This design comes from an exercise in tuning for small area, a short achievable clock period and few clock cycles per item on the open sky130 flow, not from production work.
At most, simulation tests tie the RTL to the original design; equivalence was not proved.

==> run a: inputs <==
## btc_sha256d
module btc_sha256d(
    input clk,
    input rst_n,
    input start,
    input [639:0] header,
    output done,
    output [255:0] hash
    );
Settings: LEC_CHECK=0, CAP_MARGIN=20, CORE_MARGIN=2, CORE_UTILIZATION=45, CTS_CLUSTER_DIAMETER=120, CTS_CLUSTER_SIZE=24, SLEW_MARGIN=20; clock period 12.0 ns.
standard.sh (not shown) runs the stock make flow with config.mk's settings and CLKGATE_MAP_FILE= SYNTH_SCRIPT=/design/flow/synth_recipe.tcl, a recipe that flattens the netlist after the stock synthesis.
==> flow/flow/run.sh <==
#!/bin/bash
set -euo pipefail
MARGIN=${MARGIN:-7}
bash standard.sh \
  SETUP_SLACK_MARGIN=$MARGIN \
  "BUFFER_PORTS_ARGS=-buffer_cell sky130_fd_sc_hd__buf_1" \
  finish > flow_make.log 2>&1
==> inputs of run b, as changes to run a <==
--- a/flow/design.v
+++ b/flow/design.v
@@ -30,18 +30,18 @@
                 6'd48: kn = 32'h1e376c08; 6'd49: kn = 32'h2748774c; 6'd50: kn = 32'h34b0bcb5; 6'd51: kn = 32'h391c0cb3;
                 6'd52: kn = 32'h4ed8aa4a; 6'd53: kn = 32'h5b9cca4f; 6'd54: kn = 32'h682e6ff3; 6'd55: kn = 32'h748f82ee;
                 6'd56: kn = 32'h78a5636f; 6'd57: kn = 32'h84c87814; 6'd58: kn = 32'h8cc70208; 6'd59: kn = 32'h90befffa;
                 6'd60: kn = 32'ha4506ceb; 6'd61: kn = 32'hbef9a3f7; 6'd62: kn = 32'hc67178f2; default: kn = 32'h428a2f98;
             endcase
         end
     endfunction
-    localparam NF = 40;
+    localparam NF = 39;
     localparam F_RND = 0, F_FF = 1, F_SHA = 2, F_SHE = 3, F_LD = 4, F_FFIV = 5, F_EP = 6,
                F_USEW = 7, F_USEY = 8, F_WRY = 9, F_SCHED = 10, F_80 = 11, F_280 = 12,
-               F_100 = 13, F_FFA = 14, F_X1 = 15, F_X3 = 16, F_Y0 = 17, F_Y2 = 18, F_H = 19, F_XR = 39;
+               F_100 = 13, F_FFA = 14, F_X1 = 15, F_X3 = 16, F_Y0 = 17, F_Y2 = 18, F_H = 19;
     function [NF-1:0] cflags;
         input r;
         input [1:0] bk;
         input [6:0] tt;
         reg q1, q2, q3, rnd, ff, t63_66;
         integer i;
         begin
@@ -61,15 +61,14 @@
             cflags[F_USEY] = r & q2 & t63_66;
             cflags[F_WRY] = r & t63_66;
             cflags[F_SCHED] = rnd & tt >= 7'd14;
             cflags[F_80] = r & ((q2 & tt == 7'd2) | (q3 & tt == 7'd6));
             cflags[F_280] = r & q2 & tt == 7'd13;
             cflags[F_100] = r & q3 & tt == 7'd13;
             cflags[F_FFA] = r & q2 & tt == 7'd67;
-            cflags[F_XR] = q2;
             cflags[F_X1] = r & ((q2 & tt == 7'd68) | (q3 & tt == 7'd1));
             cflags[F_X3] = r & q3 & tt == 7'd0;
             cflags[F_Y0] = r & q3 & (tt == 7'd2 | tt == 7'd4);
             cflags[F_Y2] = r & q3 & (tt == 7'd3 | tt == 7'd5);
             cflags[F_H + 0] = ~r;
             cflags[F_H + 1] = r & tt == 7'd127;
             for (i = 2; i < 16; i = i + 1)
@@ -116,18 +115,15 @@
                 r_t = t + 7'd1;
         end
     end
     always @(posedge clk) begin
         if (!rst_n) begin
             run <= 1'b0;
             done_r <= 1'b0;
-            blk <= r_blk;
-            t <= r_t;
             fl <= cflags(1'b0, 2'd0, 7'd0);
-            kyr <= kyf(r_blk, r_t);
         end else if (acc) begin
             run <= 1'b1;
             done_r <= 1'b0;
             blk <= 2'd1;
             t <= 7'd127;
             fl <= cflags(1'b1, 2'd1, 7'd127);
             kyr <= kyf(2'd1, 7'd127);
@@ -157,33 +153,29 @@
         case (t[1:0])
             2'd0: ivx = IV3;
             2'd1: ivx = IV2;
             2'd2: ivx = IV1;
             default: ivx = IV0;
         endcase
     end
-    wire [31:0] xop = fl[F_XR] ? xr3 : ivx;
+    wire [31:0] xop = b2 ? xr3 : ivx;
     wire [31:0] S0 = {a[1:0], a[31:2]} ^ {a[12:0], a[31:13]} ^ {a[21:0], a[31:22]};
     wire [31:0] S1 = {e[5:0], e[31:6]} ^ {e[10:0], e[31:11]} ^ {e[24:0], e[31:25]};
     wire [31:0] ch = (e & f) ^ (~e & g);
     wire [31:0] mj = (a & b) ^ (a & c) ^ (b & c);
-    wire [31:0] q  = p ^ S1;
-    wire [31:0] co = (q & ch) | (~q & p);
-    wire [31:0] ci = {co[30:0], 1'b0};
-    wire [31:0] xa = q ^ (ch ^ S0);
-    wire [31:0] cs_a = xa ^ ci;
-    wire [31:0] cc_a = (xa & ci) | (~xa & S0);
-    wire [31:0] ca = {cc_a[30:0], 1'b0};
-    wire [31:0] x3s = cs_a ^ ca ^ mj;
-    wire [31:0] x3c = {(cs_a[30:0] & ca[30:0]) | (cs_a[30:0] & mj[30:0]) | (ca[30:0] & mj[30:0]), 1'b0};
-    wire [31:0] xe = f_ff ? (xop ^ d) : (q ^ (ch ^ d));
-    wire [31:0] cie = f_ff ? 32'd0 : ci;
-    wire [31:0] xes = xe ^ cie;
-    wire [31:0] cc_e = (xe & cie) | (~xe & d);
-    wire [31:0] xec = {cc_e[30:0], 1'b0};
+    wire [31:0] x1s = p ^ S1 ^ ch;
+    wire [31:0] x1c = {(p[30:0] & S1[30:0]) | (p[30:0] & ch[30:0]) | (S1[30:0] & ch[30:0]), 1'b0};
+    wire [31:0] ys = f_ff ? xop : x1s;
+    wire [31:0] yc = f_ff ? 32'd0 : x1c;
+    wire [31:0] xes = ys ^ yc ^ d;
+    wire [31:0] xec = {(ys[30:0] & yc[30:0]) | (ys[30:0] & d[30:0]) | (yc[30:0] & d[30:0]), 1'b0};
+    wire [31:0] x2s = x1s ^ x1c ^ S0;
+    wire [31:0] x2c = {(x1s[30:0] & x1c[30:0]) | (x1s[30:0] & S0[30:0]) | (x1c[30:0] & S0[30:0]), 1'b0};
+    wire [31:0] x3s = x2s ^ x2c ^ mj;
+    wire [31:0] x3c = {(x2s[30:0] & x2c[30:0]) | (x2s[30:0] & mj[30:0]) | (x2c[30:0] & mj[30:0]), 1'b0};
     wire [31:0] a_new = x3s + x3c;
     wire [31:0] e_new = xes + xec;
     wire [31:0] s0 = {w1[6:0], w1[31:7]} ^ {w1[17:0], w1[31:18]} ^ {3'b0, w1[31:3]};
     wire [31:0] s1 = {w14[16:0], w14[31:17]} ^ {w14[18:0], w14[31:19]} ^ {10'b0, w14[31:10]};
     wire [31:0] sched = s1 + w9 + s0 + w0;
     wire [31:0] wy = ({32{f_use_w}} & w15) | ({32{f_use_y}} & yr3);
     wire [31:0] pre = (g & {32{~f_ld}}) + kyr + wy;
==> flow/run.sh (new file) <==
#!/bin/bash
# synth_recipe.tcl (not shown) runs the flow's synth.tcl, then flattens the netlist and writes it again
# the make line also repeats each setting of config.mk as NAME=value (left out here)
make -C /OpenROAD-flow-scripts/flow DESIGN_CONFIG=/design/flow/config.mk WORK_HOME=/design/flow/orfs CLKGATE_MAP_FILE= SYNTH_SCRIPT=/design/flow/synth_recipe.tcl finish
- CORE_UTILIZATION: 45 -> 40
- CTS_CLUSTER_DIAMETER: 120 -> not set
- CTS_CLUSTER_SIZE: 24 -> not set
- SETUP_SLACK_MARGIN: not set -> 5
removed: flow/flow/run.sh
removed: flow/standard.sh
==> inputs of run c, as changes to run a <==
--- a/flow/design.v
+++ b/flow/design.v
@@ -92,15 +92,15 @@
             else if (tt == 7'd64) kyf = IV6;
             else if (tt == 7'd65) kyf = IV5;
             else kyf = IV4;
         end
     endfunction
     reg run, done_r;
     reg [1:0] blk;
-    reg [6:0] t;
+    reg [6:0] t, tn;         
     reg [NF-1:0] fl;
     reg [31:0] kyr;
     wire acc = start & ~run;
     wire b2 = blk == 2'd2;
     wire t67 = t == 7'd67;
     reg r_run, r_done;
     reg [1:0] r_blk;
@@ -109,37 +109,40 @@
         r_run = run; r_done = done_r; r_blk = blk; r_t = t;
         if (run) begin
             if ((blk == 2'd1 & t67) | (b2 & t == 7'd68)) begin
                 r_t = 7'd0; r_blk = blk + 2'd1;
             end else if (blk == 2'd3 & t67) begin
                 r_run = 1'b0; r_done = 1'b1;
             end else
-                r_t = t + 7'd1;
+                r_t = tn;
         end
     end
     always @(posedge clk) begin
         if (!rst_n) begin
             run <= 1'b0;
             done_r <= 1'b0;
             blk <= r_blk;
             t <= r_t;
+            tn <= r_t + 7'd1;
             fl <= cflags(1'b0, 2'd0, 7'd0);
             kyr <= kyf(r_blk, r_t);
         end else if (acc) begin
             run <= 1'b1;
             done_r <= 1'b0;
             blk <= 2'd1;
             t <= 7'd127;
+            tn <= 7'd0;
             fl <= cflags(1'b1, 2'd1, 7'd127);
             kyr <= kyf(2'd1, 7'd127);
         end else begin
             run <= r_run;
             done_r <= r_done;
             blk <= r_blk;
             t <= r_t;
+            tn <= r_t + 7'd1;
             fl <= cflags(r_run, r_blk, r_t);
             kyr <= kyf(r_blk, r_t);
         end
     end
     assign done = done_r;
     wire f_rnd = fl[F_RND], f_ff = fl[F_FF], f_shift_a = fl[F_SHA], f_shift_e = fl[F_SHE],
          f_ld = fl[F_LD], f_ffiv = fl[F_FFIV], f_e_p = fl[F_EP], f_use_w = fl[F_USEW],
@@ -162,28 +165,30 @@
         endcase
     end
     wire [31:0] xop = fl[F_XR] ? xr3 : ivx;
     wire [31:0] S0 = {a[1:0], a[31:2]} ^ {a[12:0], a[31:13]} ^ {a[21:0], a[31:22]};
     wire [31:0] S1 = {e[5:0], e[31:6]} ^ {e[10:0], e[31:11]} ^ {e[24:0], e[31:25]};
     wire [31:0] ch = (e & f) ^ (~e & g);
     wire [31:0] mj = (a & b) ^ (a & c) ^ (b & c);
-    wire [31:0] q  = p ^ S1;
-    wire [31:0] co = (q & ch) | (~q & p);
+    wire [31:0] f1s = p ^ ch ^ mj;
+    wire [31:0] f1c = {(p[30:0] & ch[30:0]) | (p[30:0] & mj[30:0]) | (ch[30:0] & mj[30:0]), 1'b0};
+    wire [31:0] q  = S1 ^ S0;
+    wire [31:0] co = (q & f1s) | (~q & S1);             
     wire [31:0] ci = {co[30:0], 1'b0};
-    wire [31:0] xa = q ^ (ch ^ S0);
-    wire [31:0] cs_a = xa ^ ci;
-    wire [31:0] cc_a = (xa & ci) | (~xa & S0);
-    wire [31:0] ca = {cc_a[30:0], 1'b0};
-    wire [31:0] x3s = cs_a ^ ca ^ mj;
-    wire [31:0] x3c = {(cs_a[30:0] & ca[30:0]) | (cs_a[30:0] & mj[30:0]) | (ca[30:0] & mj[30:0]), 1'b0};
-    wire [31:0] xe = f_ff ? (xop ^ d) : (q ^ (ch ^ d));
-    wire [31:0] cie = f_ff ? 32'd0 : ci;
-    wire [31:0] xes = xe ^ cie;
-    wire [31:0] cc_e = (xe & cie) | (~xe & d);
-    wire [31:0] xec = {cc_e[30:0], 1'b0};
+    wire [31:0] xa = q ^ (f1s ^ f1c);
+    wire [31:0] x3s = xa ^ ci;
+    wire [31:0] cc_a = (xa & ci) | (~xa & f1c);
+    wire [31:0] x3c = {cc_a[30:0], 1'b0};
+    wire [31:0] pe = f_ff ? xop : p;
+    wire [31:0] che = ch & {32{~f_ff}};
+    wire [31:0] s1e = S1 & {32{~f_ff}};
+    wire [31:0] g1s = pe ^ che ^ d;
+    wire [31:0] g1c = {(pe[30:0] & che[30:0]) | (pe[30:0] & d[30:0]) | (che[30:0] & d[30:0]), 1'b0};
+    wire [31:0] xes = g1s ^ g1c ^ s1e;
+    wire [31:0] xec = {(g1s[30:0] & g1c[30:0]) | (g1s[30:0] & s1e[30:0]) | (g1c[30:0] & s1e[30:0]), 1'b0};
     wire [31:0] a_new = x3s + x3c;
     wire [31:0] e_new = xes + xec;
     wire [31:0] s0 = {w1[6:0], w1[31:7]} ^ {w1[17:0], w1[31:18]} ^ {3'b0, w1[31:3]};
     wire [31:0] s1 = {w14[16:0], w14[31:17]} ^ {w14[18:0], w14[31:19]} ^ {10'b0, w14[31:10]};
     wire [31:0] sched = s1 + w9 + s0 + w0;
     wire [31:0] wy = ({32{f_use_w}} & w15) | ({32{f_use_y}} & yr3);
     wire [31:0] pre = (g & {32{~f_ld}}) + kyr + wy;
==> flow/flow/run.sh (replaced) <==
#!/bin/bash
set -euo pipefail
MARGIN=${MARGIN:-7.75}
bash standard.sh \
  SETUP_SLACK_MARGIN=$MARGIN \
  "BUFFER_PORTS_ARGS=-buffer_cell sky130_fd_sc_hd__buf_1" \
  finish > flow_make.log 2>&1
- ABC_AREA: not set -> 1
- CTS_CLUSTER_SIZE: 24 -> 20
==> results.txt <==
Run c completed without violations. Run a produced a clean layout. Run b completed without violations. Cell count, lowest first: run a, run b, run c. Global-route usage: run b is lower than run a (5.1 points). In run c the die area is smaller than in run b, by 5.4%. Utilization: run b < run a < run c. Synthesized cell count: run c > run a > run b. Between run b and run c, the lower register-to-register slack is in run b (gap 1700 ps). Sequential share of layout area: run a > run b > run c. Against run a, the wire length of run b is higher by 0.60%.
==> figures <==
| item | run b | run c | run a |
|---|---|---|---|
| Outcome | finished clean | finished clean | finished clean |
| Maximum clock rate | 0.163 GHz | 0.229 GHz | 0.187 GHz |
| Synthesized-area fraction occupied by ao, oa, aoi and oai cells | 19.3% | 12.5% | 18.7% |
| Simple-gate area share of the yosys netlist | 10.1% | 22.2% | 9.71% |
| Post-route core utilization | 51.3% | 54.4% | 52.6% |
| Slew Limit Headroom | 17.5% | 19.0% | 14.3% |
| Post-cts repair resize count | 0 | 334 | 113 |
| Vias in the first global route | 46.0k | 54.0k | 44.6k |
| Worst min-delay path endpoint | yr2[18] | wv[387] | yr2[15] |
| Starting Density | 40.2% | 45.3% | 45.5% |
| Sinks on Clock Net | 1,105 | 1,113 | 1,106 |
| Most frequent cell after synthesis | sky130_fd_sc_hd__dfxtp_1 | sky130_fd_sc_hd__nand2_1 | sky130_fd_sc_hd__dfxtp_1 |
| Leading cell type in the layout, fill and taps excluded | sky130_fd_sc_hd__dfxtp_1 | sky130_fd_sc_hd__nand2_1 | sky130_fd_sc_hd__dfxtp_1 |
| Antenna violations before repair | 34 | 42 | 73 |
| Number of synthesized flops with an enable pin | 73 | 32 | 32 |
| Fraction of post-synthesis cell area in the top cell type by area | 39.3% | 38.7% | 41.2% |
| Arrival @ worst endpoint | 6730 ps | 5000 ps | 5930 ps |
| Detailed placer's ending HPWL | 241,000 um | 273,000 um | 236,000 um |
| Area grow syn2layout | 27.8% | 20.1% | 15.5% |
Testbench counts of run b, summed over its fixed seeds: cycles 9,936, hashes 48.
Testbench counts of run c, summed over its fixed seeds: cycles 9,936, hashes 48.
Function not checked in run a: the RTL went through the layout flow alone.


==> inputs of v31 <==
==> flow/design.v <==
`timescale 1ns / 1ps
module btc_sha256d(
    input clk,
    input rst_n,
    input start,
    input [639:0] header,
    output done,
    output [255:0] hash
    );
    localparam [31:0] IV0 = 32'h6a09e667, IV1 = 32'hbb67ae85,
                      IV2 = 32'h3c6ef372, IV3 = 32'ha54ff53a,
                      IV4 = 32'h510e527f, IV5 = 32'h9b05688c,
                      IV6 = 32'h1f83d9ab, IV7 = 32'h5be0cd19;
    function [31:0] kn;
        input [5:0] i;
        begin
            case (i)
                6'd0: kn = 32'h71374491; 6'd1: kn = 32'hb5c0fbcf; 6'd2: kn = 32'he9b5dba5; 6'd3: kn = 32'h3956c25b;
                6'd4: kn = 32'h59f111f1; 6'd5: kn = 32'h923f82a4; 6'd6: kn = 32'hab1c5ed5; 6'd7: kn = 32'hd807aa98;
                6'd8: kn = 32'h12835b01; 6'd9: kn = 32'h243185be; 6'd10: kn = 32'h550c7dc3; 6'd11: kn = 32'h72be5d74;
                6'd12: kn = 32'h80deb1fe; 6'd13: kn = 32'h9bdc06a7; 6'd14: kn = 32'hc19bf174; 6'd15: kn = 32'he49b69c1;
                6'd16: kn = 32'hefbe4786; 6'd17: kn = 32'h0fc19dc6; 6'd18: kn = 32'h240ca1cc; 6'd19: kn = 32'h2de92c6f;
                6'd20: kn = 32'h4a7484aa; 6'd21: kn = 32'h5cb0a9dc; 6'd22: kn = 32'h76f988da; 6'd23: kn = 32'h983e5152;
                6'd24: kn = 32'ha831c66d; 6'd25: kn = 32'hb00327c8; 6'd26: kn = 32'hbf597fc7; 6'd27: kn = 32'hc6e00bf3;
                6'd28: kn = 32'hd5a79147; 6'd29: kn = 32'h06ca6351; 6'd30: kn = 32'h14292967; 6'd31: kn = 32'h27b70a85;
                6'd32: kn = 32'h2e1b2138; 6'd33: kn = 32'h4d2c6dfc; 6'd34: kn = 32'h53380d13; 6'd35: kn = 32'h650a7354;
                6'd36: kn = 32'h766a0abb; 6'd37: kn = 32'h81c2c92e; 6'd38: kn = 32'h92722c85; 6'd39: kn = 32'ha2bfe8a1;
                6'd40: kn = 32'ha81a664b; 6'd41: kn = 32'hc24b8b70; 6'd42: kn = 32'hc76c51a3; 6'd43: kn = 32'hd192e819;
                6'd44: kn = 32'hd6990624; 6'd45: kn = 32'hf40e3585; 6'd46: kn = 32'h106aa070; 6'd47: kn = 32'h19a4c116;
                6'd48: kn = 32'h1e376c08; 6'd49: kn = 32'h2748774c; 6'd50: kn = 32'h34b0bcb5; 6'd51: kn = 32'h391c0cb3;
                6'd52: kn = 32'h4ed8aa4a; 6'd53: kn = 32'h5b9cca4f; 6'd54: kn = 32'h682e6ff3; 6'd55: kn = 32'h748f82ee;
                6'd56: kn = 32'h78a5636f; 6'd57: kn = 32'h84c87814; 6'd58: kn = 32'h8cc70208; 6'd59: kn = 32'h90befffa;
                6'd60: kn = 32'ha4506ceb; 6'd61: kn = 32'hbef9a3f7; 6'd62: kn = 32'hc67178f2; default: kn = 32'h428a2f98;
            endcase
        end
    endfunction
    reg run, done_r;
    reg [1:0] blk;           
    reg [6:0] t;             
    wire acc = start & ~run;
    wire b1 = blk == 2'd1, b2 = blk == 2'd2, b3 = blk == 2'd3;
    wire t63 = t == 7'd63, t64 = t == 7'd64, t65 = t == 7'd65, t66 = t == 7'd66,
         t67 = t == 7'd67, t68 = t == 7'd68, t127 = t == 7'd127;
    reg n_run, n_done;
    reg [1:0] n_blk;
    reg [6:0] n_t;
    always @* begin
        n_run = run; n_done = done_r; n_blk = blk; n_t = t;
        if (acc) begin
            n_run = 1'b1; n_done = 1'b0; n_blk = 2'd1; n_t = 7'd127;
        end else if (run) begin
            if ((b1 & t67) | (b2 & t68)) begin
                n_t = 7'd0; n_blk = blk + 2'd1;
            end else if (b3 & t67) begin
                n_run = 1'b0; n_done = 1'b1;
            end else
                n_t = t + 7'd1;
        end
        if (!rst_n) begin
            n_run = 1'b0; n_done = 1'b0;
        end
    end
    wire nb1 = n_blk == 2'd1, nb2 = n_blk == 2'd2;
    wire nrnd = n_run & ~n_t[6];
    wire nff = n_run & (n_t[6:2] == 5'b10000);
    wire nt63 = n_t == 7'd63, nt67 = n_t == 7'd67, nt68 = n_t == 7'd68, nt127 = n_t == 7'd127;
    reg f_rnd, f_shift_a, f_shift_e, f_ff, f_ffiv, f_e_p, f_use_w, f_use_y;
    reg [31:0] kyr;
    always @(posedge clk) begin
        run <= n_run; done_r <= n_done; blk <= n_blk; t <= n_t;
        f_rnd <= nrnd;
        f_ff <= nff;
        f_shift_a <= nrnd | nff;
        f_shift_e <= nrnd | nff | (n_run & (nt68 | nt127));
        f_ffiv <= nff & nb2;                       
        f_e_p <= nff & ~nb2;                       
        f_use_w <= n_run & (nt127 | nt68 | (nt67 & nb1) | (~n_t[6] & ~nt63));
        f_use_y <= n_run & nb2 & (nt63 | (n_t[6:2] == 5'b10000 & ~nt67));
        if (nt127 | nt68 | (nt67 & nb1)) kyr <= kn(6'd63);
        else if (~n_t[6] & ~nt63) kyr <= kn(n_t[5:0]);
        else if (nb2 | nt67) kyr <= 32'd0;
        else if (nt63) kyr <= IV7;
        else if (n_t == 7'd64) kyr <= IV6;
        else if (n_t == 7'd65) kyr <= IV5;
        else kyr <= IV4;
    end
    assign done = done_r;
    reg [31:0] a, b, c, d, e, f, g, p;
    reg [511:0] wv;                          
    reg [31:0] xr0, xr1, xr2, xr3, yr0, yr1, yr2, yr3;
    wire [31:0] w0 = wv[31:0], w1 = wv[63:32], w9 = wv[319:288],
                w14 = wv[479:448], w15 = wv[511:480];
    reg [31:0] ivx;
    always @* begin
        case (t[1:0])
            2'd0: ivx = IV3;
            2'd1: ivx = IV2;
            2'd2: ivx = IV1;
            default: ivx = IV0;
        endcase
    end
    wire [31:0] xop = b2 ? xr3 : ivx;
    wire [31:0] S0 = {a[1:0], a[31:2]} ^ {a[12:0], a[31:13]} ^ {a[21:0], a[31:22]};
    wire [31:0] S1 = {e[5:0], e[31:6]} ^ {e[10:0], e[31:11]} ^ {e[24:0], e[31:25]};
    wire [31:0] ch = (e & f) ^ (~e & g);
    wire [31:0] mj = (a & b) ^ (a & c) ^ (b & c);
    wire [31:0] x1s = p ^ S1 ^ ch;
    wire [31:0] x1c = {(p[30:0] & S1[30:0]) | (p[30:0] & ch[30:0]) | (S1[30:0] & ch[30:0]), 1'b0};
    wire [31:0] ys = f_ff ? xop : x1s;
    wire [31:0] yc = f_ff ? 32'd0 : x1c;
    wire [31:0] xes = ys ^ yc ^ d;
    wire [31:0] xec = {(ys[30:0] & yc[30:0]) | (ys[30:0] & d[30:0]) | (yc[30:0] & d[30:0]), 1'b0};
    wire [31:0] x2s = x1s ^ x1c ^ S0;
    wire [31:0] x2c = {(x1s[30:0] & x1c[30:0]) | (x1s[30:0] & S0[30:0]) | (x1c[30:0] & S0[30:0]), 1'b0};
    wire [31:0] x3s = x2s ^ x2c ^ mj;
    wire [31:0] x3c = {(x2s[30:0] & x2c[30:0]) | (x2s[30:0] & mj[30:0]) | (x2c[30:0] & mj[30:0]), 1'b0};
    wire [31:0] a_new = x3s + x3c;
    wire [31:0] e_new = xes + xec;
    wire [31:0] s0 = {w1[6:0], w1[31:7]} ^ {w1[17:0], w1[31:18]} ^ {3'b0, w1[31:3]};
    wire [31:0] s1 = {w14[16:0], w14[31:17]} ^ {w14[18:0], w14[31:19]} ^ {10'b0, w14[31:10]};
    wire [31:0] sched = s1 + w9 + s0 + w0;
    wire [31:0] wy = ({32{f_use_w}} & w15) | ({32{f_use_y}} & yr3);
    wire [31:0] pre = g + kyr + wy;
    reg [31:0] ive;
    always @* begin
        if (t65) ive = IV7;
        else if (t66) ive = IV6;
        else if (t67) ive = IV5;
        else ive = IV4;
    end
    wire [31:0] hw [0:19];
    genvar gi;
    generate
        for (gi = 0; gi < 20; gi = gi + 1) begin : hwords
            assign hw[gi] = header[639 - 32*gi -: 32];
        end
    endgenerate
    wire [19:0] hsel;
    assign hsel[0] = ~run;
    assign hsel[1] = run & t127;
    generate
        for (gi = 2; gi < 16; gi = gi + 1) begin : hs
            assign hsel[gi] = run & b1 & (t == gi - 2);
        end
    endgenerate
    assign hsel[16] = run & b1 & t66;
    assign hsel[17] = run & b1 & t67;
    assign hsel[18] = run & b2 & (t == 7'd0);
    assign hsel[19] = run & b2 & (t == 7'd1);
    wire sel_sched = run & ~t[6] & (t[5:4] != 2'b00 | t[3:1] == 3'b111);   
    wire sel_80  = run & ((b2 & t == 7'd2) | (b3 & t == 7'd6));
    wire sel_280 = run & b2 & t == 7'd13;
    wire sel_100 = run & b3 & t == 7'd13;
    wire sel_ffa = run & b2 & t67;
    wire sel_x1  = run & ((b2 & t68) | (b3 & t == 7'd1));
    wire sel_x3  = run & b3 & t == 7'd0;
    wire sel_y0  = run & b3 & (t == 7'd2 | t == 7'd4);
    wire sel_y2  = run & b3 & (t == 7'd3 | t == 7'd5);
    reg [31:0] wnext;
    integer k;
    always @* begin
        wnext = ({32{sel_sched}} & sched) | ({32{sel_ffa}} & e_new) |
                ({32{sel_x1}} & xr1) | ({32{sel_x3}} & xr3) |
                ({32{sel_y0}} & yr0) | ({32{sel_y2}} & yr2);
        wnext[31] = wnext[31] | sel_80;
        wnext[9] = wnext[9] | sel_280;
        wnext[7] = wnext[7] | sel_280;
        wnext[8] = wnext[8] | sel_100;
        for (k = 0; k < 20; k = k + 1)
            wnext = wnext | ({32{hsel[k]}} & hw[k]);
    end
    always @(posedge clk) begin
        wv <= {wnext, wv[511:32]};
        xr0 <= f_ff ? e_new : xr3;
        xr1 <= xr0; xr2 <= xr1; xr3 <= xr2;
        yr0 <= (run & (t63 | t64 | t65 | t66)) ? pre : yr3;
        yr1 <= yr0; yr2 <= yr1; yr3 <= yr2;
        if (acc) begin
            a <= IV0; b <= IV1; c <= IV2; d <= IV3;
        end else if (f_shift_a) begin
            a <= f_rnd ? a_new : (f_ffiv ? ivx : e_new);
            b <= a; c <= b; d <= c;
        end
        if (acc) begin
            e <= IV5; f <= IV6; g <= IV7;
        end else if (f_shift_e) begin
            e <= f_rnd ? e_new : (f_e_p ? p : ive);
            f <= e; g <= f;
        end
        if (run) p <= pre;
    end
    assign hash = {p[7:0], p[15:8], p[23:16], p[31:24], g[7:0], g[15:8], g[23:16], g[31:24],
                   f[7:0], f[15:8], f[23:16], f[31:24], e[7:0], e[15:8], e[23:16], e[31:24],
                   d[7:0], d[15:8], d[23:16], d[31:24], c[7:0], c[15:8], c[23:16], c[31:24],
                   b[7:0], b[15:8], b[23:16], b[31:24], a[7:0], a[15:8], a[23:16], a[31:24]};
endmodule
==> flow/flow/run.sh <==
#!/bin/bash
set -euo pipefail
MARGIN=${MARGIN:-7}
bash standard.sh \
  SETUP_SLACK_MARGIN=$MARGIN \
  "BUFFER_PORTS_ARGS=-buffer_cell sky130_fd_sc_hd__buf_1" \
  finish > flow_make.log 2>&1
==> flow/standard.sh <==
#!/bin/bash
# synth_recipe.tcl (not shown) runs the flow's synth.tcl, then flattens the netlist and writes it again
# the make line also repeats each setting of config.mk as NAME=value (left out here)
make -C /OpenROAD-flow-scripts/flow DESIGN_CONFIG=/design/flow/config.mk WORK_HOME=/design/flow/orfs CLKGATE_MAP_FILE= SYNTH_SCRIPT=/design/flow/synth_recipe.tcl "${@:-finish}"
==> flow/config.mk <==
export PLATFORM = sky130hd
export DESIGN_NAME = btc_sha256d
export DESIGN_NICKNAME = btc_sha256d
export VERILOG_FILES = /design/flow/design.v
export SDC_FILE = /design/flow/constraint.sdc
export NUM_CORES = 8
export LEC_CHECK = 0
export CAP_MARGIN = 20
export CORE_MARGIN = 2
export CORE_UTILIZATION = 45
export SLEW_MARGIN = 20
==> flow/constraint.sdc <==
create_clock -name core_clock -period 12.0 [get_ports {clk}]
set_input_delay 2.4000 -clock core_clock [delete_from_list [all_inputs] [get_ports {clk}]]
set_output_delay 2.4000 -clock core_clock [all_outputs]
set_load 0.01 [all_outputs]
==> v16: changes against v31 <==
==> flow/run.sh (new file) <==
#!/bin/bash
# synth_recipe.tcl (not shown) runs the flow's synth.tcl, then flattens the netlist and writes it again
# the make line also repeats each setting of config.mk as NAME=value (left out here)
make -C /OpenROAD-flow-scripts/flow DESIGN_CONFIG=/design/flow/config.mk WORK_HOME=/design/flow/orfs CLKGATE_MAP_FILE= SYNTH_SCRIPT=/design/flow/synth_recipe.tcl finish
- CORE_UTILIZATION: 45 -> 40
- SETUP_SLACK_MARGIN: unset -> 5
removed: flow/flow/run.sh
removed: flow/standard.sh
==> metrics.csv <==
metric,value,unit
syn_to_final_growth,29.1,%
tightest_slew,1300,ps
fmax,154,MHz
grt_util_all_layers,50.4,%
num-multi-input-gates,3363,
hold_ws,289,ps
wl_met1,122,mm
status,timing/DRC/antenna clean,
grtUsageMet1,60.2,%
wirelength,338,mm
met3_usage,24.3,%
grt_setup_unrepaired,false,
dp_hpwl,268,mm
-- figures above: v16

==> metrics.csv <==
metric,value,unit
status,timing/DRC/antenna clean,
wl_met1,115,mm
grt_setup_unrepaired,true,
num-multi-input-gates,3365,
tightest_slew,1440,ps
dp_hpwl,260,mm
hold_ws,312,ps
fmax,197,MHz
-- figures above: v31

Function was not checked in any run of this note: the RTL went through the layout flow alone.

## static timing again, ports no longer ideal
Ports are ideal in the flow. The routed layouts listed here were re-timed in OpenROAD. Step 1 assumes that a clkbuf_16 drives the clock port and a buf_2 every other input. Step 2 also shifts input and output timing later by t, the mid clock arrival at the registers, as if the neighbouring blocks saw the same clock. a / b / c = ideal ports / drivers / drivers and shift; a / b = the first two.
| run | t (ns) | setup WS [ns] | worst slew at a driven data input, ns |
|---|---|---|---|
| run a | 0.800 | 6.662 / 6.662 / 6.662 | 0.41 |
| run b | 0.845 | 5.879 / 5.879 / 5.879 | 0.48 |
| run c | 0.774 | 7.627 / 7.624 / 6.996 | 0.32 |
| v31 | 0.816 | 6.915 / 6.921 / 6.115 | 0.34 |
| v16 | 0.837 | 5.486 / 5.486 / 5.144 | 0.45 |
After both steps setup and hold are still met in every run listed. For v31, which loses most, drivers alone change the setup slack by +0.006 ns; drivers and shift together by -0.800 ns.
